Context: an optimization exercise on an open-source flow, tuned for small area and a short achievable clock period. The choices shown serve that exercise and are no tape-out recipe. In this exercise RTL edits were held to simulation tests only and were not proved equivalent to the original.

## multiplier_16bit
module multiplier_16bit (
    input  wire clk,
    input  wire rst,
    input  wire signed [15:0] a,
    input  wire signed [15:0] b,
    output reg  signed [31:0] product,
    output reg  signed [15:0] a_out,
    output reg  signed [15:0] b_out
);
    wire [15:0] ag = a;
    wire [31:0] accn = product;
    wire [16:0] x0;    
    wire one0 = b[0] ^ 1'b0;
    wire two0 = (b[1] & ~b[0] & ~1'b0) | (~b[1] & b[0] & 1'b0);
    wire neg0 = b[1];
    assign x0[0] = ((one0 & ag[0]) | (two0 & 1'b0)) ^ neg0;
    assign x0[1] = ((one0 & ag[1]) | (two0 & ag[0])) ^ neg0;
    assign x0[2] = ((one0 & ag[2]) | (two0 & ag[1])) ^ neg0;
    assign x0[3] = ((one0 & ag[3]) | (two0 & ag[2])) ^ neg0;
    assign x0[4] = ((one0 & ag[4]) | (two0 & ag[3])) ^ neg0;
    assign x0[5] = ((one0 & ag[5]) | (two0 & ag[4])) ^ neg0;
    assign x0[6] = ((one0 & ag[6]) | (two0 & ag[5])) ^ neg0;
    assign x0[7] = ((one0 & ag[7]) | (two0 & ag[6])) ^ neg0;
    assign x0[8] = ((one0 & ag[8]) | (two0 & ag[7])) ^ neg0;
    assign x0[9] = ((one0 & ag[9]) | (two0 & ag[8])) ^ neg0;
    assign x0[10] = ((one0 & ag[10]) | (two0 & ag[9])) ^ neg0;
    assign x0[11] = ((one0 & ag[11]) | (two0 & ag[10])) ^ neg0;
    assign x0[12] = ((one0 & ag[12]) | (two0 & ag[11])) ^ neg0;
    assign x0[13] = ((one0 & ag[13]) | (two0 & ag[12])) ^ neg0;
    assign x0[14] = ((one0 & ag[14]) | (two0 & ag[13])) ^ neg0;
    assign x0[15] = ((one0 & ag[15]) | (two0 & ag[14])) ^ neg0;
    assign x0[16] = ~(((one0 & ag[15]) | (two0 & ag[15])) ^ neg0);
    wire [16:0] x1;    
    wire one1 = b[2] ^ b[1];
    wire two1 = (b[3] & ~b[2] & ~b[1]) | (~b[3] & b[2] & b[1]);
    wire neg1 = b[3];
  ...
==> flow/config.mk <==
export PLATFORM = sky130hd
export DESIGN_NAME = multiplier_16bit
export DESIGN_NICKNAME = multiplier_16bit
export VERILOG_FILES = /design/flow/design.v
export SDC_FILE = /design/flow/constraint.sdc
export NUM_CORES = 4
export LEC_CHECK = 0
export ABC_AREA = 1
export CAP_MARGIN = 20
export CORE_MARGIN = 2
export CORE_UTILIZATION = 40
export SLEW_MARGIN = 20
export SYNTH_HIERARCHICAL = 1
==> flow/constraint.sdc <==
create_clock -name core_clock -period 20.0 [get_ports {clk}]
set_input_delay 4.0000 -clock core_clock [delete_from_list [all_inputs] [get_ports {clk}]]
set_output_delay 4.0000 -clock core_clock [all_outputs]
set_load 0.01 [all_outputs]
standard.sh (not shown) runs the stock make flow with config.mk's settings and CLKGATE_MAP_FILE= SYNTH_SCRIPT=/design/flow/synth_recipe.tcl, a recipe that flattens the netlist after the stock synthesis.
==> flow/flow/run.sh <==
#!/bin/bash
# The standard synthesis and layout, with these changes to the layout:
#  * the port buffers are the smallest buffer cell (buffer_ports -buffer_cell) instead of
#    the delay-cell buffers buffer_ports picks by itself;
#  * input-port buffers with many loads are sized up after global placement;
#  * one tie cell drives all constant inputs;
#  * the clock tree uses the buffers in flow/cts_bufs.txt and no dummy loads;
#  * repair_timing aims for extra setup slack (flow/setup_margin.txt, ns) so the resizer
#    speeds up the critical paths. The clock and I/O constraints are unchanged.
set -euo pipefail
# clock tree: small clock buffers and no dummy loads (64 flip-flops need little drive)
export CTS_ARGS="-sink_clustering_enable -repair_clock_nets -buf_list {$(cat flow/cts_bufs.txt)} -dont_use_dummy_load"
# one tie cell for all constant inputs instead of one per input
export SKIP_REPAIR_TIE_FANOUT=1
# size up the input-port buffers that drive many loads (flow/size_inputs.tcl)
export POST_GLOBAL_PLACE_TCL=$(pwd)/flow/size_inputs.tcl
export BUFFER_PORTS_ARGS="-buffer_cell sky130_fd_sc_hd__buf_1"
M=$(cat flow/setup_margin.txt)
if [[ "$M" != "0" ]]; then export SETUP_SLACK_MARGIN=$M; fi
S=$(cat flow/move_sequence.txt)
if [[ -n "$S" ]]; then export SETUP_MOVE_SEQUENCE=$S; fi
bash standard.sh synth > synth.log 2>&1
bash standard.sh finish > layout.log 2>&1
==> flow/flow/cts_bufs.txt <==
sky130_fd_sc_hd__clkbuf_8
==> flow/flow/move_sequence.txt <==
unbuffer,sizeup,swap
==> flow/flow/setup_margin.txt <==
10.8
==> flow/flow/size_inputs.tcl <==
# Run after global placement (POST_GLOBAL_PLACE_TCL): every input-port buffer that drives
# many loads is sized up from buf_1, so the resizer need not add a second buffer behind it.
set block [ord::get_db_block]
foreach inst [$block getInsts] {
  set name [$inst getName]
  if { ![string match "input*" $name] } { continue }
  if { [[$inst getMaster] getName] ne "sky130_fd_sc_hd__buf_1" } { continue }
  foreach iterm [$inst getITerms] {
    if { [$iterm isOutputSignal] } {
      set net [$iterm getNet]
      if { $net eq "NULL" } { continue }
      set fanout [expr { [llength [$net getITerms]] - 1 }]
      if { $fanout >= 12 } {
        puts "size_inputs: $name fanout $fanout -> buf_8"
        replace_cell $name sky130_fd_sc_hd__buf_8
      } elseif { $fanout >= 6 } {
        puts "size_inputs: $name fanout $fanout -> buf_4"
        replace_cell $name sky130_fd_sc_hd__buf_4
      }
    }
  }
}
Edit:
==> flow/flow/run.sh (replaced) <==
#!/bin/bash
# The standard synthesis and layout, with these changes to the layout:
#  * the port buffers are the smallest buffer cell (buffer_ports -buffer_cell) instead of
#    the delay-cell buffers buffer_ports picks by itself;
#  * the clock tree uses the buffers in flow/cts_bufs.txt and no dummy loads;
#  * repair_timing aims for extra setup slack (flow/setup_margin.txt, ns) so the resizer
#    speeds up the critical paths. The clock and I/O constraints are unchanged.
set -euo pipefail
# clock tree: small clock buffers and no dummy loads (64 flip-flops need little drive)
export CTS_ARGS="-sink_clustering_enable -repair_clock_nets -buf_list {$(cat flow/cts_bufs.txt)} -dont_use_dummy_load"
export BUFFER_PORTS_ARGS="-buffer_cell sky130_fd_sc_hd__buf_1"
M=$(cat flow/setup_margin.txt)
if [[ "$M" != "0" ]]; then export SETUP_SLACK_MARGIN=$M; fi
S=$(cat flow/move_sequence.txt)
if [[ -n "$S" ]]; then export SETUP_MOVE_SEQUENCE=$S; fi
bash standard.sh synth > synth.log 2>&1
bash standard.sh finish > layout.log 2>&1
==> flow/flow/setup_margin.txt (replaced) <==
11.3
TNS_END_PERCENT = 0   (was not set)
removed: flow/flow/size_inputs.tcl
=> Cell count goes up by 0.84%. Wire length goes up by 0.41%. Clock skew hardly moves. Core utilization goes up by 3.1 points. Fmax goes up by 3.7%. Count of clock-buffer cells in the layout is unchanged. Setup slack improved by 0.32 ns. Cell area goes up by 6.9%. Via count goes up by 0.52%.
Edit:
--- a/flow/flow/run.sh
+++ b/flow/flow/run.sh
@@ -9,4 +9,6 @@
 # clock tree: small clock buffers and no dummy loads (64 flip-flops need little drive)
 export CTS_ARGS="-sink_clustering_enable -repair_clock_nets -buf_list {$(cat flow/cts_bufs.txt)} -dont_use_dummy_load"
+# repair timing once, after global routing, on its parasitics
+export SKIP_CTS_REPAIR_TIMING=1
 export BUFFER_PORTS_ARGS="-buffer_cell sky130_fd_sc_hd__buf_1"
 M=$(cat flow/setup_margin.txt)
TNS_END_PERCENT = not set   (was 0)
Result: Synthesized cell count stays the same; final area decreases by 0.31%; clock-buffer cell count stays the same; wire length barely changes; die area stays the same; setup slack gets worse by 0.060 ns.
Edit:
--- a/flow/flow/run.sh
+++ b/flow/flow/run.sh
@@ -3,4 +3,5 @@
 #  * the port buffers are the smallest buffer cell (buffer_ports -buffer_cell) instead of
 #    the delay-cell buffers buffer_ports picks by itself;
+#  * one tie cell drives all constant inputs;
 #  * the clock tree uses the buffers in flow/cts_bufs.txt and no dummy loads;
 #  * repair_timing aims for extra setup slack (flow/setup_margin.txt, ns) so the resizer
@@ -9,6 +10,6 @@
 # clock tree: small clock buffers and no dummy loads (64 flip-flops need little drive)
 export CTS_ARGS="-sink_clustering_enable -repair_clock_nets -buf_list {$(cat flow/cts_bufs.txt)} -dont_use_dummy_load"
-# repair timing once, after global routing, on its parasitics
-export SKIP_CTS_REPAIR_TIMING=1
+# one tie cell for all constant inputs instead of one per input
+export SKIP_REPAIR_TIE_FANOUT=1
 export BUFFER_PORTS_ARGS="-buffer_cell sky130_fd_sc_hd__buf_1"
 M=$(cat flow/setup_margin.txt)
==> flow/flow/setup_margin.txt (replaced) <==
10.8
PLACE_DENSITY = 0.7   (was not set)
Setup slack is worse by 0.34 ns.
Die area does not change.
Cell count came out lower slightly.
Via count rose slightly.
Global-route usage fell by 0.39 points.
Area after synthesis does not change.
Hold slack barely changes.
Wire length shrinks by a few percent.

-- re-timing with driven ports --
Ports are ideal in the flow. The routed layouts listed here were re-timed in OpenROAD. Step 1 (the two cells are an assumption about what drives the block):
set clk [get_ports {clk}]
set_driving_cell -lib_cell sky130_fd_sc_hd__clkbuf_16 $clk
set_driving_cell -lib_cell sky130_fd_sc_hd__buf_2 [delete_from_list [all_inputs] $clk]
Step 2 times the ports against the registers' clock, not the clock port: input delays grow and output delays shrink by t, the midpoint of the rising clock arrivals with the driver on. Three values: no drivers, after step 1, after step 2; two values: the first two.
run	shift t [ns]	setup WS [ns]	slew at the worst register clock pin (ns)
the first run	0.405	11.071 / 11.082 / 10.677	0.08 / 0.08
the second run	0.396	11.388 / 11.394 / 10.998	0.07 / 0.07
the third run	0.396	11.328 / 11.324 / 10.928	0.08 / 0.08
the fourth run	0.400	10.985 / 10.998 / 10.598	0.07 / 0.07
After both steps every run listed still meets setup and hold. For the third run, which loses most, drivers alone change the setup slack by -0.004 ns; drivers and shift together by -0.400 ns.
